Source: an optimization exercise on an open RTL-to-GDS flow (aim: small area). Production flows keep margins and buffers that such runs may drop.
Where RTL was checked, it was by simulation tests only, not by an equivalence proof against the original.
Only the layout flow was run in runs 1 and 2; the RTL was not checked for function there.

**flow/config.mk**
```make
export PLATFORM = sky130hd
export DESIGN_NAME = synthesizer
export DESIGN_NICKNAME = synthesizer
export VERILOG_FILES = /design/flow/design.v
export SDC_FILE = /design/flow/constraint.sdc
export NUM_CORES = 4
export LEC_CHECK = 0
export CAP_MARGIN = 5
export CORE_MARGIN = 2
export CORE_UTILIZATION = 60
export CTS_BUF_LIST = sky130_fd_sc_hd__clkbuf_16
export CTS_CLUSTER_DIAMETER = 60
export CTS_CLUSTER_SIZE = 35
export PLACE_DENSITY = 0.75
export SLEW_MARGIN = 5
```
**flow/constraint.sdc**
```tcl
create_clock -name core_clock -period 500.0 [get_ports {clk}]
set_input_delay 100.0000 -clock core_clock [delete_from_list [all_inputs] [get_ports {clk}]]
set_output_delay 100.0000 -clock core_clock [all_outputs]
set_load 0.01 [all_outputs]
```
**flow/design.v**
```verilog
`timescale 1ns / 1ps
module note_key(freq, key);
    input [11:0] freq;
    output [4:0] key;
    assign key = {freq[5:3], freq[1:0]};
endmodule
module display(freq, segOut);
    input [11:0] freq;
    output [6:0] segOut;
    wire [4:0] key;
    note_key nk (.freq(freq), .key(key));
    seg_table st (.key(key), .seg(segOut));
endmodule
module seg_table(key, seg);
    input [4:0] key;
    output [6:0] seg;
    assign seg[0] = (key[1] & key[3]) | (~key[0] & ~key[3] & key[4]);
    assign seg[1] = (key[0] & ~key[1]) | (key[1] & key[2]) | (key[1] & ~key[3] & ~key[4]) | (key[0] & key[4]);
    assign seg[2] = (key[0] & ~key[1]) | (key[0] & key[2]) | (key[1] & ~key[3] & ~key[4]);
    assign seg[3] = (key[0] & key[2] & key[4]) | (key[2] & key[3]);
    assign seg[4] = (~key[0] & ~key[1] & ~key[3]);
    assign seg[5] = (key[1] & key[3] & ~key[4]) | (~key[0] & ~key[2] & key[4]);
    assign seg[6] = (key[1] & ~key[2] & ~key[3] & ~key[4]) | (key[0] & ~key[3] & ~key[4]);
endmodule
module half_table(key, half);
    input [4:0] key;
    output [11:0] half;
    assign half[0] = (key[1] & key[3] & ~key[4]) | (key[0] & key[2] & key[4]) | (~key[1] & ~key[3] & ~key[4]) | (~key[0] & key[1] & key[2] & ~key[4]);
    assign half[1] = (~key[0] & key[1] & key[2] & ~key[4]) | (~key[1] & ~key[3]);
    assign half[2] = (~key[0] & ~key[2]) | (~key[0] & ~key[3] & key[4]) | (~key[1] & ~key[2]) | (key[0] & key[1] & key[2] & ~key[4]);
    assign half[3] = (key[2] & ~key[3] & ~key[4]) | (key[0] & key[3]) | (key[0] & key[1]);
    assign half[4] = (~key[0] & ~key[2] & ~key[4]) | (~key[0] & key[2] & key[4]) | (key[0] & key[2] & ~key[4]) | (~key[1] & ~key[3]);
    assign half[5] = (~key[3] & ~key[4]) | (~key[0]) | (key[1] & key[4]);
    assign half[6] = (~key[0] & key[2]) | (key[0] & ~key[2]) | (~key[0] & ~key[4]);
    assign half[7] = (~key[0] & key[1] & key[2]) | (~key[1] & ~key[4]) | (key[0] & ~key[3] & ~key[4]) | (~key[2] & key[4]);
    assign half[8] = (key[0] & ~key[1]) | (key[1] & key[3]) | (~key[0] & ~key[2] & ~key[4]) | (key[1] & key[2]);
    assign half[9] = (key[1] & ~key[2] & ~key[3]) | (key[1] & key[4]) | (key[0] & ~key[3]);
    assign half[10] = (key[3] & key[4]) | (key[0] & key[3]) | (~key[0] & key[2] & ~key[3] & ~key[4]) | (key[1] & ~key[2]);
    assign half[11] = (key[0] & key[2] & key[4]) | (~key[1] & ~key[2]) | (~key[0] & key[3] & ~key[4]) | (key[0] & ~key[2] & ~key[4]);
endmodule
module period_table(key, period);
    input [4:0] key;
    output [12:0] period;
    assign period[0] = (key[0] & ~key[2] & ~key[3] & ~key[4]) | (~key[1] & key[2] & ~key[4]) | (~key[0] & ~key[2] & key[4]);
    assign period[1] = (key[1] & key[3] & ~key[4]) | (key[0] & key[2] & key[4]) | (~key[1] & ~key[3] & ~key[4]) | (~key[0] & key[1] & key[2] & ~key[4]);
    assign period[2] = (~key[0] & key[1] & key[2] & ~key[4]) | (~key[1] & ~key[3]);
    assign period[3] = (~key[0] & ~key[2]) | (~key[0] & ~key[3] & key[4]) | (~key[1] & ~key[2]) | (key[0] & key[1] & key[2] & ~key[4]);
    assign period[4] = (key[2] & ~key[3] & ~key[4]) | (key[0] & key[3]) | (key[0] & key[1]);
    assign period[5] = (~key[0] & ~key[2] & ~key[4]) | (~key[0] & key[2] & key[4]) | (key[0] & key[2] & ~key[4]) | (~key[1] & ~key[3]);
    assign period[6] = (~key[3] & ~key[4]) | (~key[0]) | (key[1] & key[4]);
    assign period[7] = (~key[0] & key[2]) | (key[0] & ~key[2]) | (~key[0] & ~key[4]);
    assign period[8] = (~key[0] & key[1] & key[2]) | (~key[1] & ~key[4]) | (key[0] & ~key[3] & ~key[4]) | (~key[2] & key[4]);
    assign period[9] = (key[0] & ~key[1]) | (key[1] & key[3]) | (~key[0] & ~key[2] & ~key[4]) | (key[1] & key[2]);
    assign period[10] = (key[1] & ~key[2] & ~key[3]) | (key[1] & key[4]) | (key[0] & ~key[3]);
    assign period[11] = (key[3] & key[4]) | (key[0] & key[3]) | (~key[0] & key[2] & ~key[3] & ~key[4]) | (key[1] & ~key[2]);
    assign period[12] = (key[0] & key[2] & key[4]) | (~key[1] & ~key[2]) | (~key[0] & key[3] & ~key[4]) | (key[0] & ~key[2] & ~key[4]);
endmodule
module negperiod_table(key, negperiod);
    input [4:0] key;
    output [12:0] negperiod;
    assign negperiod[0] = (key[0] & ~key[2] & ~key[3] & ~key[4]) | (~key[1] & key[2] & ~key[4]) | (~key[0] & ~key[2] & key[4]);
    assign negperiod[1] = (key[0] & key[2] & key[4]) | (~key[0] & ~key[2] & key[4]) | (key[3] & ~key[4]) | (~key[0] & key[1] & key[2] & ~key[4]) | (~key[1] & ~key[2] & ~key[4]) | (key[0] & ~key[2] & ~key[4]);
    assign negperiod[2] = (key[0] & ~key[2] & ~key[3]) | (key[0] & key[2] & key[4]) | (~key[0] & ~key[2] & key[4]) | (key[3] & ~key[4]);
    assign negperiod[3] = (key[2] & ~key[3]) | (key[3] & ~key[4]) | (key[1] & ~key[4]);
    assign negperiod[4] = (~key[0] & ~key[2]) | (~key[0] & ~key[3] & key[4]) | (~key[0] & key[3] & ~key[4]) | (~key[2] & key[4]);
    assign negperiod[5] = (key[0] & key[1] & ~key[2]) | (key[0] & key[2] & key[4]) | (~key[0] & ~key[2] & key[4]) | (~key[0] & key[1] & key[2] & ~key[4]) | (~key[0] & key[3]);
    assign negperiod[6] = (key[0] & ~key[1]) | (key[1] & key[3] & ~key[4]);
    assign negperiod[7] = (~key[0] & ~key[2] & key[4]) | (key[0] & key[2]);
    assign negperiod[8] = (key[1] & key[3] & ~key[4]) | (key[0] & key[2] & key[4]) | (key[2] & key[3] & key[4]) | (~key[0] & key[1] & ~key[2] & ~key[4]);
    assign negperiod[9] = (key[0] & ~key[2] & ~key[3] & ~key[4]) | (~key[0] & ~key[2] & key[4]) | (~key[0] & ~key[1] & key[2]);
    assign negperiod[10] = (~key[0] & key[2] & ~key[4]) | (key[3] & ~key[4]) | (~key[0] & ~key[1]);
    assign negperiod[11] = (~key[1] & ~key[2]) | (key[2] & ~key[3] & key[4]) | (~key[0] & key[3] & ~key[4]) | (key[0] & key[1] & key[2]);
    assign negperiod[12] = (key[0] & ~key[1] & ~key[4]) | (key[2] & ~key[3] & ~key[4]) | (key[3] & key[4]) | (~key[0] & key[1]);
endmodule
module sine_consts(key, d, negd, c1, nc3, nt1, t2, t3);
    input [4:0] key;
    output [10:0] d;
    output [10:0] negd;
    output [22:0] c1;
    output [6:0] nc3;
    output [10:0] nt1;
    output [10:0] t2;
    output [10:0] t3;
    assign d[0] = (key[0] & key[2] & key[4]) | (~key[0] & key[3]) | (~key[0] & key[1] & ~key[2]);
    assign d[1] = (~key[0] & key[1] & key[2]) | (~key[0] & key[2] & ~key[4]) | (key[1] & ~key[2] & ~key[4]);
    assign d[2] = (~key[2] & ~key[3]) | (~key[1] & ~key[3]) | (key[0] & key[4]);
    assign d[3] = (key[0] & key[2] & key[4]) | (key[0] & ~key[1] & key[2]) | (key[2] & key[3] & key[4]) | (~key[2] & ~key[4]) | (~key[0] & ~key[2]);
    assign d[4] = (~key[0] & key[1] & ~key[2]) | (~key[0] & ~key[1] & key[2] & ~key[4]) | (key[0] & key[1] & ~key[4]);
    assign d[5] = (key[2] & key[3] & key[4]) | (~key[1] & ~key[2] & ~key[4]) | (key[0] & ~key[2] & ~key[4]) | (key[1] & key[2] & ~key[4]);
    assign d[6] = (key[0] & ~key[1]) | (~key[0] & key[1] & key[2]) | (key[2] & key[3]) | (~key[0] & key[1] & ~key[4]);
    assign d[7] = (key[0] & ~key[1]) | (key[0] & key[4]) | (key[0] & ~key[2] & ~key[3]) | (~key[0] & key[2] & ~key[4]);
    assign d[8] = (key[0] & ~key[1]) | (key[2] & key[4]) | (key[2] & ~key[3]) | (~key[1] & ~key[2]);
    assign d[9] = (key[0] & key[4]) | (~key[0] & ~key[2]) | (~key[0] & key[3] & ~key[4]);
    assign d[10] = (key[0] & ~key[2] & ~key[4]);
    assign negd[0] = (key[0] & key[2] & key[4]) | (~key[0] & key[3]) | (~key[0] & key[1] & ~key[2]);
    assign negd[1] = (key[2] & key[4]) | (~key[0] & key[4]) | (~key[0] & key[2] & ~key[3]) | (key[0] & ~key[2] & ~key[4]);
    assign negd[2] = (key[1] & key[3]) | (~key[0] & key[1] & key[2]) | (~key[1] & ~key[2]) | (~key[0] & key[3]);
    assign negd[3] = (~key[1] & key[2] & ~key[4]) | (~key[0] & key[1] & key[2]) | (key[0] & ~key[2] & key[4]);
    assign negd[4] = (key[0] & ~key[1]) | (key[3] & key[4]) | (~key[1] & ~key[2]) | (key[1] & key[2]);
    assign negd[5] = (~key[3] & key[4]) | (~key[2] & key[4]) | (~key[1] & key[2] & ~key[4]) | (~key[0] & key[1] & ~key[2]);
    assign negd[6] = (~key[0] & ~key[1] & ~key[3]) | (~key[0] & ~key[2] & key[4]) | (key[0] & key[1]);
    assign negd[7] = (key[1] & key[3] & ~key[4]) | (~key[0] & ~key[2]) | (~key[0] & key[4]) | (key[0] & key[1] & key[2] & ~key[4]);
    assign negd[8] = (~key[0] & key[3] & ~key[4]) | (key[1] & ~key[2]);
    assign negd[9] = (key[2] & ~key[3] & ~key[4]) | (key[0] & ~key[4]) | (~key[0] & key[2] & key[4]);
    assign negd[10] = (key[2]) | (~key[0]) | (key[4]);
    assign c1[0] = (key[1] & key[3]) | (key[3] & ~key[4]) | (~key[1] & ~key[2] & ~key[4]) | (key[0] & key[2] & ~key[4]);
    assign c1[1] = (key[1] & key[3]) | (key[1] & key[4]) | (~key[1] & key[2] & ~key[3]);
    assign c1[2] = (key[3] & key[4]) | (~key[1] & ~key[2]) | (~key[0] & key[3]) | (key[0] & ~key[3] & ~key[4]) | (~key[0] & key[4]);
    assign c1[3] = (key[0] & ~key[1]) | (key[2] & key[4]) | (key[1] & ~key[2] & ~key[3] & ~key[4]) | (key[3] & key[4]) | (~key[0] & key[2] & ~key[3]);
    assign c1[4] = (key[3] & key[4]) | (~key[0] & key[1] & key[2]) | (key[0] & ~key[4]) | (~key[2] & ~key[4]);
    assign c1[5] = (~key[3] & key[4]) | (~key[1] & key[2] & ~key[4]) | (key[0]) | (key[1] & ~key[2]);
    assign c1[6] = (key[2] & key[3]) | (key[1] & key[4]) | (~key[0] & key[1]);
    assign c1[7] = (key[2] & key[4]) | (key[0] & ~key[2] & ~key[3]) | (~key[0] & key[3]);
    assign c1[8] = (key[0] & key[2] & key[4]) | (~key[0] & ~key[2] & ~key[4]) | (key[0] & ~key[1] & key[2]) | (key[2] & key[3] & key[4]) | (~key[0] & key[1] & ~key[4]);
    assign c1[9] = (key[0] & ~key[2] & ~key[3]) | (~key[1] & key[2] & ~key[3]);
    assign c1[10] = (key[1] & ~key[4]) | (key[0] & key[2]) | (~key[1] & ~key[2]);
    assign c1[11] = (key[0] & ~key[1]) | (~key[2] & ~key[3]) | (~key[0] & ~key[4]);
    assign c1[12] = (key[1] & ~key[2] & ~key[3] & ~key[4]) | (key[0] & ~key[2] & key[4]) | (~key[0] & key[2] & ~key[3] & ~key[4]);
    assign c1[13] = (key[3]) | (~key[0] & key[1] & key[2]) | (key[1] & ~key[4]) | (~key[1] & ~key[2]);
    assign c1[14] = (key[0] & ~key[1]) | (key[2] & ~key[3] & ~key[4]) | (key[3] & key[4]) | (~key[0] & key[1]) | (key[0] & ~key[3] & ~key[4]);
    assign c1[15] = (key[0] & ~key[1]) | (~key[0] & key[1] & key[2]) | (key[0] & key[2] & ~key[4]) | (~key[0] & key[3] & ~key[4]) | (~key[0] & key[1] & ~key[4]);
    assign c1[16] = (key[3] & key[4]) | (key[0] & ~key[4]) | (key[1] & key[2] & ~key[4]);
    assign c1[17] = (key[2] & ~key[3] & key[4]) | (key[3] & ~key[4]) | (~key[0] & key[1] & ~key[2]);
    assign c1[18] = (~key[0] & ~key[2] & key[4]) | (~key[1] & ~key[2] & ~key[4]) | (~key[0] & key[3]) | (key[0] & key[1] & ~key[4]);
    assign c1[19] = (key[3] & key[4]) | (key[1] & ~key[2]) | (~key[1] & key[2] & ~key[3]);
    assign c1[20] = (~key[3] & key[4]) | (~key[2] & key[4]) | (~key[0] & ~key[2]) | (~key[0] & key[3] & ~key[4]) | (key[0] & key[1] & key[2]);
    assign c1[21] = (key[0] & ~key[1] & key[2]) | (key[2] & ~key[3] & ~key[4]) | (~key[0] & key[2] & key[4]);
    assign c1[22] = 1'b0;
    assign nc3[0] = (~key[0] & ~key[1]) | (~key[0] & key[4]) | (key[0] & key[1] & ~key[4]) | (key[1] & ~key[2]);
    assign nc3[1] = (key[1] & ~key[2] & ~key[4]) | (~key[0] & key[2] & ~key[3]) | (key[0] & key[4]);
    assign nc3[2] = (~key[0] & key[1] & key[2]) | (~key[1] & ~key[4]) | (key[0] & ~key[3] & key[4]) | (key[0] & ~key[2] & ~key[4]);
    assign nc3[3] = (key[4]) | (key[0] & key[1]) | (~key[2]) | (~key[0] & ~key[1]);
    assign nc3[4] = (key[1]) | (key[3] & ~key[4]) | (~key[2]);
    assign nc3[5] = (key[3]) | (~key[2]) | (~key[0] & ~key[4]) | (key[0] & key[4]);
    assign nc3[6] = 1'b1;
    assign nt1[0] = (~key[3]) | (key[4]) | (key[0]);
    assign nt1[1] = (~key[0] & key[2]) | (~key[3] & ~key[4]) | (key[3] & key[4]) | (~key[1]);
    assign nt1[2] = (key[3] & ~key[4]) | (~key[2] & ~key[3] & key[4]) | (key[1] & ~key[4]);
    assign nt1[3] = (~key[0] & key[2]) | (key[1] & key[3]) | (key[2] & ~key[3] & ~key[4]) | (~key[0] & ~key[1]) | (~key[2] & key[4]);
    assign nt1[4] = (key[3] & key[4]) | (~key[0] & key[2] & key[4]) | (~key[0] & ~key[1]);
    assign nt1[5] = (~key[0] & key[3]) | (key[1] & key[2]) | (key[0] & key[4]);
    assign nt1[6] = (key[0] & key[3] & key[4]) | (key[2] & ~key[3] & key[4]) | (key[0] & key[1] & key[2]);
    assign nt1[7] = (~key[0] & ~key[2]) | (~key[4]) | (key[0] & ~key[3]);
    assign nt1[8] = (key[0] & ~key[1]) | (key[4]) | (~key[0] & key[1]) | (key[0] & ~key[2]);
    assign nt1[9] = 1'b1;
    assign nt1[10] = 1'b1;
    assign t2[0] = (key[1] & key[3]) | (~key[1] & ~key[2] & ~key[4]) | (key[0] & key[2]);
    assign t2[1] = (key[0] & key[2] & key[4]) | (key[1] & ~key[2] & key[4]) | (~key[0] & key[1] & ~key[4]) | (~key[0] & key[3]);
    assign t2[2] = (~key[0] & key[2] & ~key[4]) | (key[3] & key[4]) | (~key[0] & ~key[1]) | (key[0] & ~key[3] & ~key[4]);
    assign t2[3] = (key[1] & ~key[2] & ~key[3] & ~key[4]) | (key[3] & key[4]) | (~key[0] & key[1] & key[2]);
    assign t2[4] = (key[2] & key[4]) | (key[1] & key[3] & ~key[4]) | (~key[0] & key[2] & ~key[3]) | (~key[0] & key[1] & ~key[4]);
    assign t2[5] = (key[0] & ~key[1]) | (key[0] & key[2] & key[4]) | (~key[2] & ~key[3] & key[4]) | (~key[1] & key[4]) | (key[0] & ~key[2] & ~key[4]) | (~key[1] & key[2] & ~key[3]);
    assign t2[6] = (~key[0] & key[2]) | (~key[3] & key[4]) | (~key[1]) | (key[0] & ~key[2] & ~key[4]);
    assign t2[7] = (~key[0] & key[2] & ~key[4]) | (~key[0] & ~key[2] & key[4]) | (key[2] & key[3]);
    assign t2[8] = (~key[1] & ~key[2]) | (key[0] & key[1] & key[2]);
    assign t2[9] = (key[1] & key[3] & key[4]) | (key[0] & ~key[2] & ~key[3] & ~key[4]) | (~key[0] & key[3] & ~key[4]);
    assign t2[10] = 1'b0;
    assign t3[0] = (key[0] & ~key[1]) | (key[3] & ~key[4]) | (~key[0] & key[1] & key[2]) | (key[2] & ~key[4]);
    assign t3[1] = (~key[3] & key[4]) | (key[2] & key[3] & ~key[4]) | (~key[0] & key[1]);
    assign t3[2] = (key[1] & key[3]) | (~key[0] & ~key[2]) | (~key[0] & key[3] & ~key[4]) | (key[0] & key[4]);
    assign t3[3] = (key[0] & ~key[2] & ~key[3]) | (~key[0] & key[1] & key[2] & ~key[4]) | (key[3] & key[4]) | (~key[0] & key[3]);
    assign t3[4] = (key[0] & ~key[2] & ~key[3]) | (key[3] & ~key[4]) | (~key[0] & key[2] & ~key[3]);
    assign t3[5] = (~key[1] & key[4]) | (~key[0] & key[4]) | (~key[0] & key[1] & ~key[2]);
    assign t3[6] = (key[1] & ~key[2] & ~key[3] & ~key[4]) | (key[0] & ~key[3] & ~key[4]) | (~key[0] & key[3] & ~key[4]);
    assign t3[7] = (key[0] & ~key[3] & key[4]) | (key[1] & ~key[2] & ~key[3]) | (key[0] & key[3] & ~key[4]);
    assign t3[8] = (key[1] & key[3] & ~key[4]) | (key[0] & key[2] & key[4]) | (key[2] & key[3] & key[4]) | (~key[0] & ~key[2] & key[4]) | (~key[0] & key[1] & ~key[4]);
    assign t3[9] = (key[0] & ~key[2] & ~key[4]) | (~key[0] & key[3] & ~key[4]);
    assign t3[10] = 1'b0;
endmodule
`timescale 1ns / 1ps
module osc_square(freq, clk, rst, sq);
    input [11:0] freq;
    input clk;
    input rst;
    output reg sq;           
    reg [11:0] cycleCount;
    wire [4:0] key;
    wire [11:0] half;
    note_key nk (.freq(freq), .key(key));
    half_table ht (.key(key), .half(half));
    wire reached;            
    ge_rc #(12) cmp (.a(cycleCount), .b(half), .ge(reached));
    wire [11:0] cnt1;
    inc_rc #(12) inc (.a(cycleCount), .ci(1'b1), .s(cnt1), .co());
    always @(posedge clk) begin
        if (rst) begin
            sq <= 1'b1;
            cycleCount <= 0;
        end else if (reached) begin
            sq <= ~sq;
            cycleCount <= 0;
        end else begin
            cycleCount <= cnt1;
        end
    end
endmodule
`timescale 1ns / 1ps
module osc_tri_saw(freq, clk, rst, q, X, valid);
    input [11:0] freq;
    input clk;
    input rst;
    output [12:0] q;
    output X;
    output valid;
    reg [12:0] cc;
    reg [4:0] ckey;
    wire [4:0] key;
    wire [12:0] pnow, np;
    note_key nk (.freq(freq), .key(key));
    period_table ptn (.key(key), .period(pnow));
    negperiod_table ptc (.key(ckey), .negperiod(np));    
    wire [12:0] cnext;
    wire wrap;
    inc_rc #(13) inc (.a(cc), .ci(1'b1), .s(cnext), .co());
    ge_rc #(13) cmp (.a(cnext), .b(pnow), .ge(wrap));
    always @(posedge clk) begin
        if (rst) begin
            cc <= 13'h1fff;
        end else begin
            cc <= wrap ? 13'd0 : cnext;
        end
        ckey <= key;
    end
    assign valid = ~&cc;
    wire [12:0] lo;
    wire z;
    inc_rc #(13) neg (.a(~cc), .ci(1'b1), .s(lo), .co(z));
    wire [12:0] r [0:13];
    assign r[13] = ~lo & {13{~z}};
    genvar i;
    generate
        for (i = 12; i >= 0; i = i - 1) begin : st_
            div_step #(14, 13) ds (.a({r[i+1], lo[i]}), .nb({1'b1, np}), .q(q[i]), .r(r[i]));
        end
    endgenerate
    carry_rc #(14) cmpx (.a({cc, 1'b0}), .b({1'b1, np}), .ci(1'b0), .co(X));
endmodule
`timescale 1ns / 1ps
module osc_sine(freq, clk, rst, sin);
    input [11:0] freq;
    input clk;
    input rst;
    output [15:0] sin;
    reg [31:0] s;
    reg [22:0] C1;
    reg [14:0] nS2;
    reg [6:0] nS3, nC3;
    reg [10:0] r1, r2, nr3, nt1, t2, t3;
    reg [4:0] dkey;
    reg restart;
    wire [4:0] key;
    note_key nk (.freq(freq), .key(key));
    wire [10:0] d, negd;
    wire [22:0] C1_0;
    wire [6:0] nC3_0;
    wire [10:0] nt1_0, t2_0, t3_0;
    sine_consts sc (.key(dkey), .d(d), .negd(negd), .c1(C1_0), .nc3(nC3_0),
                    .nt1(nt1_0), .t2(t2_0), .t3(t3_0));
    wire [31:0] se   = restart ? 32'd0 : s;
    wire [14:0] nS2e = restart ? 15'h7fff : nS2;
    wire [6:0]  nS3e = restart ? 7'h7f : nS3;
    wire [10:0] r1e  = restart ? 11'd0 : r1;
    wire [10:0] r2e  = restart ? 11'd0 : r2;
    wire [10:0] nr3e = restart ? 11'h7ff : nr3;
    wire [22:0] C1e  = restart ? C1_0 : C1;
    wire [6:0]  nC3e = restart ? nC3_0 : nC3;
    wire [10:0] nt1e = restart ? nt1_0 : nt1;
    wire [10:0] t2e  = restart ? t2_0 : t2;
    wire [10:0] t3e  = restart ? t3_0 : t3;
    wire [11:0] d12 = {1'b0, d};
    wire [11:0] negd12 = {1'b1, negd};       
    wire sneg = se[31];
    wire cneg = ~nC3e[6];
    wire S3neg = ~nS3e[6];
    wire dc = cneg & ~(&nt1e);
    wire ds = sneg & (|r1e);
    wire [31:0] Sn;
    add_rc #(32) a_s (.a(se), .b({{9{C1e[22]}}, C1e}), .ci(dc), .s(Sn), .co());
    wire [11:0] U1, M1, U2, M2;
    wire g1, g2;
    add_rc #(11) a_u1 (.a(r1e), .b(t2e), .ci(dc), .s(U1[10:0]), .co(U1[11]));
    add_rc #(12) a_m1 (.a(U1), .b(negd12), .ci(1'b0), .s(M1), .co(g1));
    wire [10:0] r1n = g1 ? M1[10:0] : U1[10:0];
    add_rc #(11) a_u2 (.a(r2e), .b(t3e), .ci(g1), .s(U2[10:0]), .co(U2[11]));
    add_rc #(12) a_m2 (.a(U2), .b(negd12), .ci(1'b0), .s(M2), .co(g2));
    wire [10:0] r2n = g2 ? M2[10:0] : U2[10:0];
    wire [14:0] nS2n;
    add_rc #(15) a_s2 (.a(nS2e), .b({{8{nC3e[6]}}, nC3e}), .ci(~g2), .s(nS2n), .co());
    wire [11:0] nV, AV;
    add_rc #(12) a_v (.a({1'b1, nr3e}), .b({{5{nC3e[6]}}, nC3e}), .ci(~g2), .s(nV), .co());
    add_rc #(12) a_av (.a(nV), .b(d12 ^ {12{cneg}}), .ci(cneg), .s(AV), .co());
    wire uv = cneg ? ~nV[11] : AV[11];
    wire [10:0] nr3n = uv ? AV[10:0] : nV[10:0];
    wire [6:0] nS3n;
    add_rc #(7) a_s3 (.a(nS3e), .b({7{uv & ~cneg}}), .ci(uv & cneg), .s(nS3n), .co());
    wire [11:0] X1, B2;
    add_rc #(12) a_b1 (.a({1'b1, nt1e}), .b({1'b0, r2e}), .ci(ds), .s(X1), .co());
    wire b1 = ~X1[11];
    wire [10:0] X1d;
    add_rc #(11) a_b1d (.a(X1[10:0]), .b(negd), .ci(1'b0), .s(X1d), .co());
    wire [10:0] nt1n = b1 ? X1d : X1[10:0];
    wire [22:0] C1n;
    add_rc #(23) a_c1 (.a(C1e), .b({{8{nS2e[14]}}, nS2e}), .ci(~b1), .s(C1n), .co());
    add_rc #(12) a_b2 (.a({1'b0, t2e}), .b({1'b1, nr3e}), .ci(~b1), .s(B2), .co());
    wire b2 = B2[11];
    wire [10:0] B2d;
    add_rc #(11) a_b2d (.a(B2[10:0]), .b(d), .ci(1'b0), .s(B2d), .co());
    wire [10:0] t2n = b2 ? B2d : B2[10:0];
    wire [11:0] W, AW;
    add_rc #(12) a_w (.a({1'b0, t3e}), .b({{5{nS3e[6]}}, nS3e}), .ci(~b2), .s(W), .co());
    add_rc #(12) a_aw (.a(W), .b(d12 ^ {12{S3neg}}), .ci(S3neg), .s(AW), .co());
    wire uw = S3neg ? ~AW[11] : W[11];
    wire [10:0] t3n = uw ? AW[10:0] : W[10:0];
    wire [6:0] nC3n;
    add_rc #(7) a_c3 (.a(nC3e), .b({7{uw & S3neg}}), .ci(uw & ~S3neg), .s(nC3n), .co());
    wire crossing = ~Sn[31] & sneg;
    always @(posedge clk) begin
        if (rst) begin
            s[31:16] <= 16'd0;
            restart <= 1'b1;
            dkey <= 5'b11100;    
        end else begin
            s[31:16] <= Sn[31:16];
            restart <= crossing;
            if (crossing) dkey <= key;
        end
        s[15:0] <= Sn[15:0];
        C1 <= C1n; nS2 <= nS2n; nS3 <= nS3n; nC3 <= nC3n;
        r1 <= r1n; r2 <= r2n; nr3 <= nr3n;
        nt1 <= nt1n; t2 <= t2n; t3 <= t3n;
    end
    assign sin = s[31:16];
endmodule
`timescale 1ns / 1ps
module sig_adder(clk, rst, sw, sq, q, X, saw_valid, sig_sine, sig);
    input clk;
    input rst;
    input [4:0] sw;
    input sq;
    input [12:0] q;
    input X;
    input saw_valid;
    input [15:0] sig_sine;
    output reg [15:0] sig;
    reg [15:0] sig_noise;
    wire [15:0] noise_next = { sig_noise[14:0], sig_noise[15] ^ sig_noise[14] ^ sig_noise[12] ^ sig_noise[3] };
    wire v1 = sw[1] & saw_valid;
    wire v2 = sw[2] & saw_valid;
    wire xb = X & v1;
    wire [15:0] a = {{3{xb}}, q & {13{v1}}};
    wire [15:0] b = {1'b0, (q ^ {13{X}}) & {13{v2}}, 2'b00};
    wire [15:0] c = v2 ? (sw[0] ? (sq ? 16'hF003 : 16'hD004) : 16'hE004)
                       : (sw[0] ? (sq ? 16'h0FFF : 16'hF000) : 16'h0000);
    wire [15:0] d = sw[3] ? sig_sine : 16'd0;
    wire [15:0] e = sw[4] ? noise_next : 16'd0;
    wire [15:0] s1 = a ^ b ^ c;
    wire [15:0] c1 = {(a[14:0] & b[14:0]) | (a[14:0] & c[14:0]) | (b[14:0] & c[14:0]), 1'b0};
    wire [15:0] s2 = s1 ^ c1 ^ d;
    wire [15:0] c2 = {(s1[14:0] & c1[14:0]) | (s1[14:0] & d[14:0]) | (c1[14:0] & d[14:0]), 1'b0};
    wire [15:0] s3 = s2 ^ c2 ^ e;
    wire [15:0] c3 = {(s2[14:0] & c2[14:0]) | (s2[14:0] & e[14:0]) | (c2[14:0] & e[14:0]), 1'b0};
    wire [15:0] sum;
    add_rc #(16) fin (.a(s3), .b(c3), .ci(xb), .s(sum), .co());
    always @(posedge clk) begin
        if (rst) begin
            sig <= 0;
            sig_noise <= 773;
        end else begin
            sig <= sum;
            if (sw[4]) sig_noise <= noise_next;
        end
    end
endmodule
`timescale 1ns / 1ps
module synthesizer(clk, rst, sw, freq, sig, seg);
    input clk;           
    input rst;           
    input [4:0] sw;      
    input [11:0] freq;   
    output [15:0] sig;   
    output [6:0] seg;    
    wire sq;
    wire [12:0] saw_q;
    wire saw_x, saw_valid;
    wire [15:0] sig_sine;
    display disp_ (.freq(freq), .segOut(seg));
    osc_square squosc_ (.freq(freq), .clk(clk), .rst(rst), .sq(sq));
    osc_tri_saw trisawsc_ (.freq(freq), .clk(clk), .rst(rst),
                           .q(saw_q), .X(saw_x), .valid(saw_valid));
    osc_sine sinesc_ (.freq(freq), .clk(clk), .rst(rst), .sin(sig_sine));
    sig_adder sigadd_ (.clk(clk), .rst(rst), .sw(sw), .sq(sq), .q(saw_q),
                       .X(saw_x), .saw_valid(saw_valid), .sig_sine(sig_sine), .sig(sig));
endmodule
module add_rc #(parameter W = 8) (a, b, ci, s, co);
    input [W-1:0] a, b;
    input ci;
    output [W-1:0] s;
    output co;
    wire [W:0] c;
    assign c[0] = ci;
    genvar i;
    generate
        for (i = 0; i < W; i = i + 1) begin : bit_
            assign s[i] = a[i] ^ b[i] ^ c[i];
            assign c[i+1] = (a[i] & b[i]) | (c[i] & (a[i] ^ b[i]));
        end
    endgenerate
    assign co = c[W];
endmodule
module inc_rc #(parameter W = 8) (a, ci, s, co);
    input [W-1:0] a;
    input ci;
    output [W-1:0] s;
    output co;
    wire [W:0] c;
    assign c[0] = ci;
    genvar i;
    generate
        for (i = 0; i < W; i = i + 1) begin : bit_
            assign s[i] = a[i] ^ c[i];
            assign c[i+1] = a[i] & c[i];
        end
    endgenerate
    assign co = c[W];
endmodule
module carry_rc #(parameter W = 8) (a, b, ci, co);
    input [W-1:0] a, b;
    input ci;
    output co;
    wire [W:0] c;
    assign c[0] = ci;
    genvar i;
    generate
        for (i = 0; i < W; i = i + 1) begin : bit_
            assign c[i+1] = (a[i] & b[i]) | (a[i] & c[i]) | (b[i] & c[i]);
        end
    endgenerate
    assign co = c[W];
endmodule
module ge_rc #(parameter W = 8) (a, b, ge);
    input [W-1:0] a, b;
    output ge;
    wire [W:0] c;
    assign c[0] = 1'b1;
    genvar i;
    generate
        for (i = 0; i < W; i = i + 1) begin : bit_
            assign c[i+1] = (a[i] & ~b[i]) | (a[i] & c[i]) | (~b[i] & c[i]);
        end
    endgenerate
    assign ge = c[W];
endmodule
module div_step #(parameter W = 8, parameter R = 8) (a, nb, q, r);
    input [W-1:0] a, nb;
    output q;
    output [R-1:0] r;
    wire [W-1:0] d;
    add_rc #(W) sub (.a(a), .b(nb), .ci(1'b0), .s(d), .co(q));
    assign r = q ? d[R-1:0] : a[R-1:0];
endmodule
```
**flow/run.sh**
```bash
#!/bin/bash
# synth_recipe.tcl (not shown) runs the flow's synth.tcl, then flattens the netlist and writes it again
# the make line also repeats each setting of config.mk as NAME=value (left out here)
make -C /OpenROAD-flow-scripts/flow DESIGN_CONFIG=/design/flow/config.mk WORK_HOME=/design/flow/orfs CLKGATE_MAP_FILE= SYNTH_SCRIPT=/design/flow/synth_recipe.tcl finish
```
==> impl_metrics.csv, run 1 <==
group,metric,value,unit
synth,synthFlopType,"dfxtp_1",
synth,synth_xor_area_frac,0.02454,
grt,grt_max_degree,71,
final_layout,design_area,23970,um2
die,dieWidth,197.6,um
grt,grt_pass1_wl,86550,um
grt,gr-total-overflow,0,
timing,finClkSkew,0.04226,ns
die,die_y,197.6,um
final_layout,layout-drive-gt1-share,0.1034,
clock_tree,ctsResizeCount,0,
final_layout,num-fill-cells,2960,
clock_tree,cts_setup_buffers,0,
final_layout,layout_common_cells,"fa_1 (403), inv_1 (282), nand2_1 (247)",
grt,groute.usage.overall,0.2825,
final_layout,stdcell_count,2769,
synth,ys_warn_count,4,
synth,ys_types,86,
place,place_congestion,0.9577,
critical_path,path_max_fanout,15,
timing,hold_viol,0,
synth,synth_cells,2297,
critical_path,end_kind,"output port",
die,start_util,0.6111,
synth,synth-simple-area-share,0.1320,
detailed_routing,firstDrtPassIters,5,
run_status,status,"timing/DRC/antenna clean",
critical_path,setup.worst_path.class,"primary input to output port",
final_layout,seq_area,4388,um2
clock_tree,ctsHoldBuffers,0,
synth,synth_area,22480,um2
synth,synthMuxAreaShare,0.07330,
clock_tree,insertion_delay,0.55,ns
clock_tree,clk_pin_slew_worst_paths,0.06,ns
clock_tree,htreeDepth,1,
detailed_routing,ant_nets,0,
timing,tns,0,ns
die,num_rows,70,
die,pin_count,42,
place,place_area,23210,um2
grt,grt_antenna_before_repair,0,
synth,syn_avg_cell_area,9.787,um2
grt,grt_pass1_vias,16860,
detailed_routing,vias_per_cell,5.751,
detailed_routing,wl,52070,um
final_layout,layout.nets,2779,
synth,synth_adder_area_share,0.4085,
synth,syn_nets,2792,
clock_tree,cts.path.max_buffers,3,
timing,slew_viol_final,0,
final_layout,antenna-diode-count,0,
timing,rsz0062_at_grt,"false",
clock_tree,cts_buffers,23,
detailed_routing,drc,0,
worst_hold_path,min_path_type,"flop to flop",
place,port_buffers,34,
critical_path,cp.required,400.00,ns
timing,tightest_slew,1.168,ns
timing,finalCritPeriodShare,0.4042,
die,dieArea,39030,um2
synth,synth_seq_cells,219,
detailed_routing,drt_iter0_markers,1035,
timing,maxSlewHeadroom,0.2010,
timing,finalSetupViolations,0,
clock_tree,cts.sinks,219,
flow_run,drv_cap,0,
final_layout,layout_commonest_cell,"fa_1",
detailed_routing,vias,15930,
detailed_routing,wl_per_cell,18.80,um
critical_path,critPathLaunchType,"primary input",
timing,min_period,202.08,ns
critical_path,arrival,102.08,ns
clock_tree,root_buffer,"clkbuf_16",
final_layout,areaGrowthSynthToFinish,6.640,%
synth,synth_edf_count,0,
synth,yosysSeqAreaShare,0.1950,
die,coreArea,36790,um2
synth,synth_compound_area_frac,0.09968,
synth,synth_top_family_by_area,"adder cells",
final_layout,multi_input_area,16590,um2
synth,async_flop_share,0,
clock_tree,cts_tree,"done",
timing,fmax,0.004949,GHz
place,dp_hpwl,41140,um
place,dp_cells,2727,
==> critical path, stage by stage <==
cell             delay, ns
clkdlybuf4s50_1       0.82
inv_1                 0.26
ha_1                  0.32
nand2_1               0.08
o31ai_1               0.08
clkdlybuf4s50_1       0.51
==> cells by family (layout without fill, tap and decap cells) <==
group           count (synthesis)  after routing
compound gates                338            338
xor+xnor                       63             63
fa+ha+maj                     496            496
buf+inv                       389            393
flops                         219            219
mux                           149            149
simple gates                  643            643
==> state kept, by name (all words and copies together) (netlist names) <==
register and cells:
sinesc_.dkey 5, sinesc_.nt1 11, sinesc_.t3 11, sinesc_.restart 1, sinesc_.C1 23, sinesc_.nS3 7
sinesc_.r2 11, sinesc_.nS2 15, sinesc_.nC3 7, squosc_.cycleCount 12, sinesc_.t2 11, sinesc_.nr3 11
sigadd_.sig 16, sinesc_.s 32, sigadd_.sig_noise 16, trisawsc_.ckey 5, squosc_.sq 1, trisawsc_.cc 13
sinesc_.r1 11
==> worst paths after layout <==
| kind | startpoint | slack, ns | to | depth (start not counted) |
|---|---|---|---|---|
| max reg2reg | trisawsc_.cc[0] | 419.30 | sigadd_.sig[15] | 255 |
| min | squosc_.cycleCount[0] | 0.46 | squosc_.cycleCount[0] | 1 |
| max | freq[0] | 297.92 | seg[5] | 6 |
| min reg2reg | squosc_.cycleCount[0] | 0.46 | squosc_.cycleCount[0] | 1 |
==> per-layer routing <==
metal  up-vias  track usage  wire length (um)
met5         -            0                 0
met4         0       0.1217              2383
met3       133      0.03654              2702
met2       433       0.4896             26050
met1      7963       0.3571             20930
li1       7396            -                 -
==> cells in the mapped netlist, drive strengths merged, types with 5 or more instances <==
| cell type | count | share of area |
|---|---|---|
| nand2 | 247 | 0.041 |
| nand2b | 20 | 0.0056 |
| nor3 | 26 | 0.0058 |
| o211ai | 15 | 0.0055 |
| a21o | 23 | 0.0077 |
| a221oi | 7 | 0.0027 |
| fa | 403 | 0.36 |
| o31ai | 5 | 0.0019 |
| dfxtp | 219 | 0.20 |
| inv | 282 | 0.047 |
| a21oi | 103 | 0.024 |
| or2 | 31 | 0.0086 |
| o21a | 13 | 0.0043 |
| nand3 | 10 | 0.0022 |
| a21boi | 5 | 0.0017 |
| o22a | 5 | 0.0019 |
| and2 | 38 | 0.011 |
| xor2 | 10 | 0.0039 |
| a22oi | 5 | 0.0017 |
| a31oi | 12 | 0.0033 |
| mux2i | 36 | 0.016 |
| a211oi | 8 | 0.0031 |
| nor2b | 70 | 0.019 |
| o22ai | 11 | 0.0031 |
| nor2 | 178 | 0.030 |
| ha | 73 | 0.041 |
| o2111ai | 5 | 0.0019 |
| maj3 | 20 | 0.0090 |
| clkbuf | 76 | 0.013 |
| xnor2 | 53 | 0.021 |
| buf | 27 | 0.0065 |
| mux2 | 113 | 0.057 |
| a211o | 8 | 0.0031 |
| o21ai | 69 | 0.015 |
==> final cells by class <==
type	instances	area share
multi-input combinational	1689	0.6921
timing repair buffer	65	0.02370
sequential	219	0.1830
clock inverter	19	0.007933
inverter	286	0.04478
tap	468	0.02443
clock buffer	23	0.02401
==> stage by stage <==
step           hold WS (ns)  worst slack [ns]  utilization
6_report             0.4620            297.92       0.6517
5_1_grt              0.4928            297.81       0.6517
4_1_cts              0.4684            297.93       0.6517
3_5_place_dp         0.4492            297.93       0.6309
3_3_place_gp         0.4441            297.92       0.6309
2_1_floorplan        0.4210            299.23            -
==> inputs of run 2 (changes only) <==
--- a/flow/config.mk
+++ b/flow/config.mk
@@ -11,4 +11,4 @@
 export CTS_BUF_LIST = sky130_fd_sc_hd__clkbuf_16
-export CTS_CLUSTER_DIAMETER = 60
-export CTS_CLUSTER_SIZE = 35
+export CTS_CLUSTER_DIAMETER = 100
+export CTS_CLUSTER_SIZE = 28
 export PLACE_DENSITY = 0.75
==> run 2 against run 1 <==
  * Cell area shrank 1.5%
  * Highest routed layer unchanged
  * Core utilization shrank 0.95 points
==> impl_metrics.csv, run 2 <==
group,metric,value,unit
clock_tree,cts.sinks,219,
grt,grt_use_met2,0.4832,
synth,synth_compound_area_frac,0.09968,
critical_path,arrival,102.11,ns
die,pin_count,42,
grt,busiest_layer,"met2",
final_layout,largest_register,"sinesc_.s",
detailed_routing,vias_per_cell,5.748,
synth,synth_top_family_by_area,"adder cells",
synth,synthTopCellsByCount,"fa_1 (403), inv_1 (281), nand2_1 (247)",
synth,synth_seq_cells,219,
clock_tree,root_buffer,"clkbuf_16",
final_layout,layout_common_cells,"fa_1 (403), inv_1 (283), nand2_1 (247)",
critical_path,setup.worst_path.class,"primary input to output port",
die,dieWidth,197.6,um
grt,groute.usage.overall,0.2803,
flow_run,drv_cap,0,
synth,synth_adder_area_share,0.4085,
final_layout,antenna-diode-count,0,
critical_path,cp.required,400.00,ns
final_layout,reg_top3,"sinesc_.s (32), sinesc_.C1 (23)",
final_layout,largest_reg_flops,32,
critical_path,max_stage_delay,0.84,ns
synth,ys_warn_count,4,
die,num_rows,70,
grt,grt_max_degree,71,
timing,finalCritPeriodShare,0.4042,
final_layout,areaGrowthSynthToFinish,5.087,%
timing,min_period,202.11,ns
grt,grt_antenna_before_repair,0,
clock_tree,ctsHoldBuffers,0,
clock_tree,cts_tree,"done",
synth,synth_xor_area_frac,0.02454,
clock_tree,ctsResizeCount,0,
synth,synthMuxAreaShare,0.07330,
place,port_buffers,34,
clock_tree,cts.path.max_buffers,3,
synth,syn_nets,2792,
timing,fmax,0.004948,GHz
detailed_routing,ant_nets,0,
synth,yosysSeqAreaShare,0.1950,
synth,async_flop_share,0,
synth,synth-simple-area-share,0.1320,
critical_path,end_kind,"output port",
die,dieArea,39030,um2
timing,tightest_slew,1.284,ns
synth,synth_area_leaders,"fa_1 (36%), dfxtp_1 (20%), mux2_2 (5.5%)",
clock_tree,clk_pin_slew_worst_paths,0.12,ns
critical_path,cp_common_cell,"clkdlybuf4s50_1",
synth,ys_types,86,
die,die_y,197.6,um
final_layout,layout-drive-gt1-share,0.09522,
synth,synth_area,22480,um2
timing,tns,0,ns
run_status,status,"timing/DRC/antenna clean",
timing,slew_viol_final,0,
worst_hold_path,min_path_type,"flop to flop",
die,start_util,0.6111,
grt,use_met3,0.03517,
critical_path,critPathLaunchType,"primary input",
detailed_routing,wl,51410,um
detailed_routing,firstDrtPassIters,5,
clock_tree,cts_buffers,13,
place,place_area,23210,um2
synth,synth_edf_count,0,
clock_tree,htreeDepth,1,
synth,synthFlopType,"dfxtp_1",
timing,hold_viol,0,
final_layout,design_area,23620,um2
place,place_congestion,0.9577,
critical_path,crit_path_top_delay_cell,"clkdlybuf4s50_1",
clock_tree,insertion_delay,0.54,ns
detailed_routing,drc,0,
grt,grt_pass1_wl,85830,um
critical_path,crit_chain,"clkdlybuf4s50_1 -> inv_1 -> ha_1 -> nand2_1 -> o31ai_1 -> clkdlybuf4s50_1",
detailed_routing,drt_iter0_markers,1044,
grt,grt_pass1_vias,16570,
synth,netlist.area_leader.share,0.3589,
synth,synth.most_common_cell,"fa_1",
timing,maxSlewHeadroom,0.1221,
place,dp_hpwl,41140,um
synth,yosys.area.top_type,"fa_1",
timing,finClkSkew,0.03629,ns
die,coreArea,36790,um2
final_layout,layout_commonest_cell,"fa_1",
detailed_routing,vias,15790,
critical_path,path_max_fanout,15,
grt,gr-total-overflow,0,
timing,finalSetupViolations,0,
detailed_routing,wl_per_cell,18.71,um
synth,syn_avg_cell_area,9.787,um2
final_layout,layout.nets,2769,
synth,synth_cells,2297,
clock_tree,cts_setup_buffers,0,
grt,grt_use_met1,0.3593,
timing,rsz0062_at_grt,"false",
-- run 2: cell count changes in the layout (fill, tap and decap cells not counted), moves of 2 or more --
cell       previous run  this run
clkbuf_16            23        13
clkinv_4              4         0
inv_8                 3         0
clkinv_1              6         4
inv_6                 4         2
-- run 2: cells by family after synthesis --
| group | count (synthesis) |
|---|---|
| DFF | 219 |
| and+or+nand+nor | 643 |
| adders and majority gates | 496 |
| AOI/OAI and AO/OA | 338 |
| muxes | 149 |
| buffers and inverters | 389 |
| xor gates and xnor gates | 63 |
-- run 2: layout make-up --
cell class,instances,area [um2]
clock inverters,7,91.34
repair buffers,65,568.0
clock buffers,13,325.3
fillers,3035,13160
well taps,468,585.6
flip-flops and latches,219,4388
multi-input cells,1689,16590
inverters,286,1074
-- run 2: critical path: cells and delay by family --
kind	cells	cell delay, ns
AO/OA/AOI/OAI	1	0.08
adder cells (fa/ha/maj)	1	0.32
buffers and inverters	3	1.62
AND/OR/NAND/NOR	1	0.08
-- run 2: metrics by stage --
stage	utilization	instances	hold slack [ns]	setup slack, ns
2_1_floorplan	-	2297	0.4210	299.23
3_3_place_gp	0.6309	2727	0.4441	297.92
3_5_place_dp	0.6309	2727	0.4492	297.93
4_1_cts	0.6422	2747	0.4736	297.93
5_1_grt	0.6422	2747	0.5033	297.81
6_report	0.6422	2747	0.4714	297.90
-- run 2: worst paths after layout --
check	from	end	slack, ns	cells after the start
worst min-delay path	squosc_.cycleCount[0]	squosc_.cycleCount[0]	0.47	1
worst max register to register	trisawsc_.cc[0]	sigadd_.sig[15]	419.30	255
worst max-delay path	freq[0]	seg[5]	297.90	6
worst min register to register	squosc_.cycleCount[0]	squosc_.cycleCount[0]	0.47	1
-- run 2: metal layers --
metal  routed length [um]  vias up  share of wire
met5                    0        -              0
met1                20760     7875           0.40
met4                 2459        0          0.048
li1                     -     7350              -
met3                 2575      120          0.050
met2                25620      445           0.50
==> inputs of run 3 (changes only) <==
--- a/flow/design.v
+++ b/flow/design.v
@@ -74,3 +74,3 @@
 endmodule
-module sine_consts(key, d, negd, c1, nc3, nt1, t2, t3);
+module sine_d(key, d, negd);
     input [4:0] key;
@@ -78,7 +78,2 @@
     output [10:0] negd;
-    output [22:0] c1;
-    output [6:0] nc3;
-    output [10:0] nt1;
-    output [10:0] t2;
-    output [10:0] t3;
     assign d[0] = (key[0] & key[2] & key[4]) | (~key[0] & key[3]) | (~key[0] & key[1] & ~key[2]);
@@ -105,2 +100,10 @@
     assign negd[10] = (key[2]) | (~key[0]) | (key[4]);
+endmodule
+module sine_c0(key, c1, nc3, nt1, t2, t3);
+    input [4:0] key;
+    output [22:0] c1;
+    output [6:0] nc3;
+    output [10:0] nt1;
+    output [10:0] t2;
+    output [10:0] t3;
     assign c1[0] = (key[1] & key[3]) | (key[3] & ~key[4]) | (~key[1] & ~key[2] & ~key[4]) | (key[0] & key[2] & ~key[4]);
@@ -252,3 +255,5 @@
     note_key nk (.freq(freq), .key(key));
+    wire [4:0] lkey = rst ? 5'b11100 : key;
     wire [10:0] d, negd;
+    sine_d sd (.key(dkey), .d(d), .negd(negd));
     wire [22:0] C1_0;
@@ -256,15 +261,14 @@
     wire [10:0] nt1_0, t2_0, t3_0;
-    sine_consts sc (.key(dkey), .d(d), .negd(negd), .c1(C1_0), .nc3(nC3_0),
-                    .nt1(nt1_0), .t2(t2_0), .t3(t3_0));
-    wire [31:0] se   = restart ? 32'd0 : s;
-    wire [14:0] nS2e = restart ? 15'h7fff : nS2;
-    wire [6:0]  nS3e = restart ? 7'h7f : nS3;
-    wire [10:0] r1e  = restart ? 11'd0 : r1;
-    wire [10:0] r2e  = restart ? 11'd0 : r2;
-    wire [10:0] nr3e = restart ? 11'h7ff : nr3;
-    wire [22:0] C1e  = restart ? C1_0 : C1;
-    wire [6:0]  nC3e = restart ? nC3_0 : nC3;
-    wire [10:0] nt1e = restart ? nt1_0 : nt1;
-    wire [10:0] t2e  = restart ? t2_0 : t2;
-    wire [10:0] t3e  = restart ? t3_0 : t3;
+    sine_c0 sc (.key(lkey), .c1(C1_0), .nc3(nC3_0), .nt1(nt1_0), .t2(t2_0), .t3(t3_0));
+    wire [31:0] se   = {restart ? 16'd0 : s[31:16], s[15:0]};
+    wire [14:0] nS2e = nS2;
+    wire [6:0]  nS3e = nS3;
+    wire [10:0] r1e  = r1;
+    wire [10:0] r2e  = r2;
+    wire [10:0] nr3e = nr3;
+    wire [22:0] C1e  = C1;
+    wire [6:0]  nC3e = nC3;
+    wire [10:0] nt1e = nt1;
+    wire [10:0] t2e  = t2;
+    wire [10:0] t3e  = t3;
     wire [11:0] d12 = {1'b0, d};
@@ -316,2 +320,3 @@
     wire crossing = ~Sn[31] & sneg;
+    wire load = rst | crossing;
     always @(posedge clk) begin
@@ -320,3 +325,2 @@
             restart <= 1'b1;
-            dkey <= 5'b11100;    
         end else begin
@@ -324,8 +328,15 @@
             restart <= crossing;
-            if (crossing) dkey <= key;
         end
-        s[15:0] <= Sn[15:0];
-        C1 <= C1n; nS2 <= nS2n; nS3 <= nS3n; nC3 <= nC3n;
-        r1 <= r1n; r2 <= r2n; nr3 <= nr3n;
-        nt1 <= nt1n; t2 <= t2n; t3 <= t3n;
+        if (load) begin
+            dkey <= lkey;
+            s[15:0] <= 16'd0;
+            C1 <= C1_0; nS2 <= 15'h7fff; nS3 <= 7'h7f; nC3 <= nC3_0;
+            r1 <= 11'd0; r2 <= 11'd0; nr3 <= 11'h7ff;
+            nt1 <= nt1_0; t2 <= t2_0; t3 <= t3_0;
+        end else begin
+            s[15:0] <= Sn[15:0];
+            C1 <= C1n; nS2 <= nS2n; nS3 <= nS3n; nC3 <= nC3n;
+            r1 <= r1n; r2 <= r2n; nr3 <= nr3n;
+            nt1 <= nt1n; t2 <= t2n; t3 <= t3n;
+        end
     end
==> run 3 against run 2 <==
  * Maximum frequency decreased by 0.17%
  * Sequential share of layout area grew 0.29 points
  * Global-route usage increased by 1.3 points
  * Register-to-register slack gained 1.9 ns
  * Critical path depth up 1
  * Core utilization is 0.33 points lower
  * Die area barely moved
  * Area after synthesis about the same
  * Non-clock buffer count is 1 lower
  * Clock-buffer cell count fell by 1
  * Still clean
==> impl_metrics.csv, run 3 <==
group,metric,value,unit
run_status,status,"timing/DRC/antenna clean",
synth,synth.most_common_cell,"fa_1",
timing,finClkSkew,0.04264,ns
critical_path,cp.required,400.00,ns
critical_path,arrival,102.44,ns
timing,tightest_slew,1.179,ns
synth,synth_area,22470,um2
final_layout,largest_register,"sinesc_.s",
die,dieArea,39010,um2
flow_run,drv_cap,0,
detailed_routing,firstDrtPassIters,5,
final_layout,design_area,23500,um2
timing,tns,0,ns
detailed_routing,wl,53890,um
worst_hold_path,min_path_type,"flop to flop",
clock_tree,htreeDepth,1,
grt,groute.usage.overall,0.2935,
synth,synth_seq_cells,219,
detailed_routing,drt_iter0_markers,1198,
synth,syn_nets,2770,
timing,slew_viol_final,0,
place,place_area,23140,um2
die,coreArea,36790,um2
timing,min_period,202.44,ns
critical_path,setup.worst_path.class,"primary input to output port",
synth,synthTopCellsByCount,"fa_1 (403), inv_1 (280), dfxtp_1 (214)",
detailed_routing,vias_per_cell,5.859,
final_layout,layout-drive-gt1-share,0.07891,
final_layout,areaGrowthSynthToFinish,4.588,%
critical_path,cp_common_cell,"clkdlybuf4s50_1",
critical_path,crit_chain,"clkdlybuf4s50_1 -> buf_4 -> inv_1 -> ha_1 -> nand2_1 -> o21ai_0 -> clkdlybuf4s50_1",
final_layout,final_util,0.6389,
timing,setup_slack,297.56,ns
detailed_routing,wl_per_cell,19.88,um
synth,yosysSeqAreaShare,0.1973,
critical_path,crit_path_top_delay_cell,"clkdlybuf4s50_1",
clock_tree,cts.path.max_buffers,3,
synth,yosys.area.top_type,"fa_1",
clock_tree,ctsResizeCount,0,
place,pre_cts_ws,297.64,ns
place,dp_hpwl,42550,um
die,start_util,0.6109,
detailed_routing,ant_nets,0,
detailed_routing,vias,15890,
timing,finalSetupViolations,0,
timing,maxSlewHeadroom,0.2072,
timing,fmax,0.004940,GHz
synth,synth_area_leaders,"fa_1 (36%), dfxtp_1 (19%), inv_1 (4.7%)",
detailed_routing,drc,0,
synth,ys_types,91,
place,port_buffers,34,
clock_tree,cts.sinks,219,
final_layout,reg_top3,"sinesc_.s (32), sinesc_.C1 (23)",
grt,gr-total-overflow,0,
synth,ys_warn_count,4,
clock_tree,cts_buffers,12,
final_layout,layout_common_cells,"fa_1 (403), inv_1 (281), dfxtp_1 (214)",
clock_tree,insertion_delay,0.51,ns
grt,grt_max_degree,92,
grt,grt_pass1_wl,89800,um
critical_path,critPathLaunchType,"primary input",
critical_path,path_max_fanout,47,
final_layout,layout.nets,2734,
die,pin_count,42,
clock_tree,clk_pin_slew_worst_paths,0.09,ns
die,num_rows,70,
synth,syn_avg_cell_area,9.877,um2
synth,synth_edf_count,5,
clock_tree,cts_setup_buffers,0,
final_layout,largest_reg_flops,32,
timing,hold_viol,0,
critical_path,max_stage_delay,0.54,ns
timing,rsz0062_at_grt,"false",
clock_tree,root_buffer,"clkbuf_16",
place,place_congestion,0.9273,
clock_tree,cts_tree,"done",
critical_path,end_kind,"output port",
synth,synth_cells,2275,
final_layout,layout_commonest_cell,"fa_1",
grt,grt_pass1_vias,16850,
synth,synthFlopType,"dfxtp_1",
die,die_y,197.5,um
grt,grt_antenna_before_repair,0,
clock_tree,ctsHoldBuffers,0,
die,dieWidth,197.5,um
timing,finalCritPeriodShare,0.4049,
final_layout,antenna-diode-count,0,
synth,netlist.area_leader.share,0.3590,
synth,async_flop_share,0,
-- run 3: changes by cell type in the layout (fill, tap and decap cells not counted), moves of 5 or more --
| cell | previous run | this run |
|---|---|---|
| edfxtp_1 | 0 | 5 |
| o22a_1 | 5 | 0 |
| a21oi_1 | 101 | 117 |
| a31oi_1 | 12 | 17 |
| nand2_1 | 247 | 176 |
| or3_1 | 1 | 20 |
| mux2_2 | 109 | 85 |
| a21o_1 | 23 | 18 |
| nor2b_1 | 70 | 63 |
| or2_2 | 30 | 9 |
| a211oi_1 | 6 | 19 |
| and2_1 | 37 | 56 |
-- run 3: cell families after synthesis --
kind of cell    share of synthesized area
simple gates                       0.1271
flops                              0.1973
xor+xnor                          0.02378
buf+inv                           0.06932
compound gates                     0.1093
fa+ha+maj                          0.4088
mux                               0.06437
-- run 3: routing by layer --
metal  up-vias  GRT usage  part of all wire
li1       7322          -                 -
met1      8013     0.3877              0.41
met2       435     0.5033              0.50
met3       115    0.02868             0.045
met4         0     0.1125             0.045
met5         -          0                 0
-- run 3: worst max-delay path: cells and delay by family --
family	cells	cell delay, ns
fa+ha+maj	1	0.39
compound gates	1	0.16
buf+inv	4	1.74
simple gates	1	0.11
-- run 3: worst paths after layout --
kind,slack (ns),cells after the start,endpoint,start
max,297.56,7,seg[5],freq[0]
min,0.47,1,sigadd_.sig_noise[8],sigadd_.sig_noise[8]
min reg2reg,0.47,1,sigadd_.sig_noise[8],sigadd_.sig_noise[8]
max reg2reg,421.25,259,sigadd_.sig[15],trisawsc_.cc[0]
-- run 3: area by class of cell --
type                       instances  area [um2]
clock buffer                      12       300.3
clock inverter                     6       65.06
fill                            2999       13280
inverter                         284        1066
multi-input combinational       1658       16490
sequential                       219        4434
tap                              468       585.6
timing repair buffer              64       563.0
-- run 3: through the flow --
stage               std cells  hold WS (ns)
CTS                      2711        0.4722
global route             2711        0.5031
floorplan                2275        0.4260
detailed placement       2693        0.4516
global placement         2693        0.4410
finish                   2711        0.4715
==> inputs of run 4 (changes only) <==
--- a/flow/design.v
+++ b/flow/design.v
@@ -357,11 +357,16 @@
     wire [15:0] noise_next = { sig_noise[14:0], sig_noise[15] ^ sig_noise[14] ^ sig_noise[12] ^ sig_noise[3] };
-    wire v1 = sw[1] & saw_valid;
-    wire v2 = sw[2] & saw_valid;
+    wire on = ~rst;
+    wire v0 = sw[0] & on;
+    wire v1 = sw[1] & saw_valid & on;
+    wire v2 = sw[2] & saw_valid & on;
+    wire v3 = sw[3] & on;
+    wire v4 = sw[4] & on;
     wire xb = X & v1;
-    wire [15:0] a = {{3{xb}}, q & {13{v1}}};
+    wire [15:0] a = {3'b000, q & {13{v1}}};
     wire [15:0] b = {1'b0, (q ^ {13{X}}) & {13{v2}}, 2'b00};
-    wire [15:0] c = v2 ? (sw[0] ? (sq ? 16'hF003 : 16'hD004) : 16'hE004)
-                       : (sw[0] ? (sq ? 16'h0FFF : 16'hF000) : 16'h0000);
-    wire [15:0] d = sw[3] ? sig_sine : 16'd0;
-    wire [15:0] e = sw[4] ? noise_next : 16'd0;
+    wire [15:0] c0 = v2 ? (v0 ? (sq ? 16'hF003 : 16'hD004) : 16'hE004)
+                        : (v0 ? (sq ? 16'h0FFF : 16'hF000) : 16'h0000);
+    wire [15:0] c = {c0[15:13] + {3{xb}}, c0[12:0]};
+    wire [15:0] d = v3 ? sig_sine : 16'd0;
+    wire [15:0] e = v4 ? noise_next : 16'd0;
     wire [15:0] s1 = a ^ b ^ c;
@@ -375,9 +380,5 @@
     always @(posedge clk) begin
-        if (rst) begin
-            sig <= 0;
-            sig_noise <= 773;
-        end else begin
-            sig <= sum;
-            if (sw[4]) sig_noise <= noise_next;
-        end
+        sig <= sum;
+        if (rst) sig_noise <= 773;
+        else if (sw[4]) sig_noise <= noise_next;
     end
==> flow/flow/run.sh (new file) <==
#!/bin/bash
bash standard.sh > standard.log 2>&1
==> flow/standard.sh (new file) <==
#!/bin/bash
# synth_recipe.tcl (not shown) runs the flow's synth.tcl, then flattens the netlist and writes it again
# the make line also repeats each setting of config.mk as NAME=value (left out here)
make -C /OpenROAD-flow-scripts/flow DESIGN_CONFIG=/design/flow/config.mk WORK_HOME=/design/flow/orfs CLKGATE_MAP_FILE= SYNTH_SCRIPT=/design/flow/synth_recipe.tcl "${@:-finish}"
removed: flow/run.sh
==> run 4 against run 3 <==
  * Maximum frequency about the same
  * Non-clock buffer count rose by 9
  * Worst setup slack improved by 0.11 ns
  * Clock skew rose by 0.024 ns
==> impl_metrics.csv, run 4 <==
group,metric,value,unit
run_status,status,"timing/DRC/antenna clean",
worst_hold_path,min_path_type,"flop to flop",
synth,yosysSeqAreaShare,0.1979,
timing,tns,0,ns
clock_tree,root_buffer,"clkbuf_16",
critical_path,r2r_cells,252,
critical_path,crit_buf_inv,4,
clock_tree,htreeDepth,1,
critical_path,end_kind,"output port",
final_layout,layout-drive-gt1-share,0.07616,
timing,finalCritPeriodShare,0.4047,
detailed_routing,wl_per_cell,19.61,um
detailed_routing,wl,52970,um
synth,yosys.area.top_type,"fa_1",
grt,gr-total-overflow,0,
critical_path,setup.worst_path.class,"primary input to output port",
synth,synth_area,22400,um2
final_layout,largest_reg_flops,32,
synth,synth.most_common_cell,"fa_1",
synth,synthFlopType,"dfxtp_1",
final_layout,layout_commonest_cell,"fa_1",
critical_path,crit_path_top_delay_cell,"clkdlybuf4s50_1",
die,dieArea,38900,um2
timing,slew_viol_final,0,
synth,syn_nets,2745,
clock_tree,cts_setup_buffers,0,
clock_tree,insertion_delay,0.52,ns
detailed_routing,vias,15750,
synth,synth_cells,2249,
grt,grt_antenna_before_repair,1,
clock_tree,cts.sinks,219,
detailed_routing,drt_iter0_markers,995,
timing,fmax,0.004942,GHz
detailed_routing,firstDrtPassIters,7,
clock_tree,ctsHoldBuffers,0,
clock_tree,cts.path.max_buffers,3,
critical_path,crit_family,"buffers and inverters",
place,place_area,23170,um2
synth,ys_types,102,
place,dp_hpwl,42580,um
critical_path,cp.required,400.00,ns
detailed_routing,drc,0,
timing,maxSlewHeadroom,0.2342,
clock_tree,cts_tree,"done",
place,dp_cells,2681,
critical_path,cp-startpoint,"freq[0]",
die,start_util,0.6105,
timing,finalSetupViolations,0,
synth,syn_avg_cell_area,9.961,um2
critical_path,critPathLaunchType,"primary input",
die,pin_count,42,
critical_path,timing.rr.start,"trisawsc_.cc[0]",
synth,synthTopCellsByCount,"fa_1 (401), inv_1 (276), dfxtp_1 (214)",
timing,finClkSkew,0.06685,ns
grt,grt_max_degree,67,
grt,grt_pass1_wl,88200,um
critical_path,r2r-end,"sigadd_.sig[15]",
final_layout,largest_register,"sinesc_.s",
clock_tree,ctsResizeCount,0,
die,die_y,197.2,um
grt,groute.usage.overall,0.2886,
final_layout,design_area,23580,um2
synth,netlist.area_leader.share,0.3583,
critical_path,arrival,102.33,ns
synth,synth_area_leaders,"fa_1 (36%), dfxtp_1 (19%), inv_1 (4.6%)",
flow_run,drv_cap,0,
place,port_buffers,34,
die,num_rows,70,
clock_tree,cts_buffers,13,
die,coreArea,36700,um2
critical_path,path_depth,7,
final_layout,layout.nets,2724,
synth,synth_edf_count,5,
place,place_congestion,0.9379,
critical_path,max_stage_delay,0.54,ns
final_layout,reg_top3,"sinesc_.s (32), sinesc_.C1 (23)",
timing,hold_viol,0,
final_layout,layout_common_cells,"fa_1 (401), inv_1 (276), dfxtp_1 (214)",
grt,grt_pass1_vias,16830,
detailed_routing,vias_per_cell,5.830,
critical_path,crit_chain,"clkdlybuf4s50_1 -> buf_4 -> inv_1 -> ha_1 -> nand2_1 -> o21ai_0 -> clkdlybuf4s50_1",
synth,async_flop_share,0,
critical_path,path_max_fanout,33,
die,dieWidth,197.2,um
synth,synth_seq_cells,219,
final_layout,areaGrowthSynthToFinish,5.250,%
final_layout,num-fill-cells,3016,
clock_tree,clk_pin_slew_worst_paths,0.10,ns
critical_path,regToRegSetupSlack,423.59,ns
detailed_routing,ant_nets,0,
final_layout,stdcell_count,2701,
timing,tightest_slew,1.137,ns
timing,rsz0062_at_grt,"false",
critical_path,endpoint,"seg[5]",
synth,ys_warn_count,4,
critical_path,cp_common_cell,"clkdlybuf4s50_1",
timing,min_period,202.33,ns
[run 4: cell families (layout without fill, tap and decap cells)]
| logic type | count (synthesis) | in the layout | synth area share |
|---|---|---|---|
| adders and majority gates | 480 | 480 | 0.4021 |
| and+or+nand+nor | 600 | 600 | 0.1268 |
| buffers and inverters | 388 | 371 | 0.06691 |
| xor gates and xnor gates | 61 | 61 | 0.02385 |
| AOI/OAI and AO/OA | 359 | 359 | 0.1130 |
| DFF | 219 | 219 | 0.1979 |
| muxes | 142 | 142 | 0.06942 |
| other | 0 | 1 | 0 |
[run 4: through the flow]
stage	hold slack, ns	utilization	worst slack [ns]
finish	0.4995	0.6425	297.67
detailed placement	0.4797	0.6314	297.73
CTS	0.5005	0.6424	297.72
global route	0.5224	0.6425	297.58
global placement	0.4725	0.6314	297.72
floorplan	0.4308	-	298.69
[run 4: worst register-to-register path: cells and delay by family, from the launching register on]
family	cells	cell delay, ns
adders and majority gates	174	63.16
AOI/OAI and AO/OA	23	4.65
buffers and inverters	31	2.88
muxes	14	2.87
and+or+nand+nor	7	1.75
DFF	1	0.57
xor gates and xnor gates	3	0.47
[run 4: layout make-up]
| class | count | area (um2) | share of cell area |
|---|---|---|---|
| repair buffers | 73 | 625.6 | 0.02653 |
| diodes | 1 | 2.502 | 0.0001061 |
| multi-input cells | 1642 | 16480 | 0.6988 |
| clock buffers | 13 | 325.3 | 0.01380 |
| inverters | 279 | 1047 | 0.04441 |
| flip-flops and latches | 219 | 4434 | 0.1881 |
| well taps | 468 | 585.6 | 0.02483 |
| clock inverters | 6 | 81.33 | 0.003449 |
[run 4: layer usage]
metal / GRT usage / wire [um]
met3: 0.03039 / 2164
met4: 0.09580 / 1946
met5: 0 / 0
met2: 0.5216 / 27510
met1: 0.3622 / 21340
[run 4: worst min path at each step]
stage,cells past startpoint,to,startpoint
global route,1,sigadd_.sig_noise[9],sigadd_.sig_noise[8]
global placement,1,sigadd_.sig_noise[8],sigadd_.sig_noise[7]
CTS,1,sigadd_.sig_noise[8],sigadd_.sig_noise[7]
finish,1,sigadd_.sig_noise[8],sigadd_.sig_noise[7]
floorplan,1,squosc_.cycleCount[0],squosc_.cycleCount[0]
detailed placement,1,sigadd_.sig_noise[8],sigadd_.sig_noise[7]

[port drivers added, routing unchanged]
Ports are ideal in the flow. The routed layouts listed here were re-timed in OpenROAD. Step 1, drivers: a clkbuf_16 drives clk and a buf_2 each remaining input, both assumed. Step 2 adds t to the input delays and takes it off the output delays; t is the mean of the earliest and latest rising clock arrival at the registers after step 1. Input paths then give back, and output paths get back, about the clock's delay inside the block. a / b / c = ideal ports / drivers / drivers and shift; a / b = the first two.
run | shift t [ns] | setup WS [ns] | hold WS [ns] | worst setup path after step 2
run 1 | 0.579 | 297.920 / 297.894 / 297.894 | 0.462 / 0.462 / 0.462 | input to output
run 2 | 0.567 | 297.895 / 297.869 / 297.869 | 0.471 / 0.471 / 0.471 | input to output
run 3 | 0.547 | 297.556 / 297.532 / 297.532 | 0.472 / 0.472 / 0.472 | input to output
run 4 | 0.548 | 297.670 / 297.648 / 297.648 | 0.499 / 0.499 / 0.499 | input to output
After both steps setup and hold are still met in every run listed.
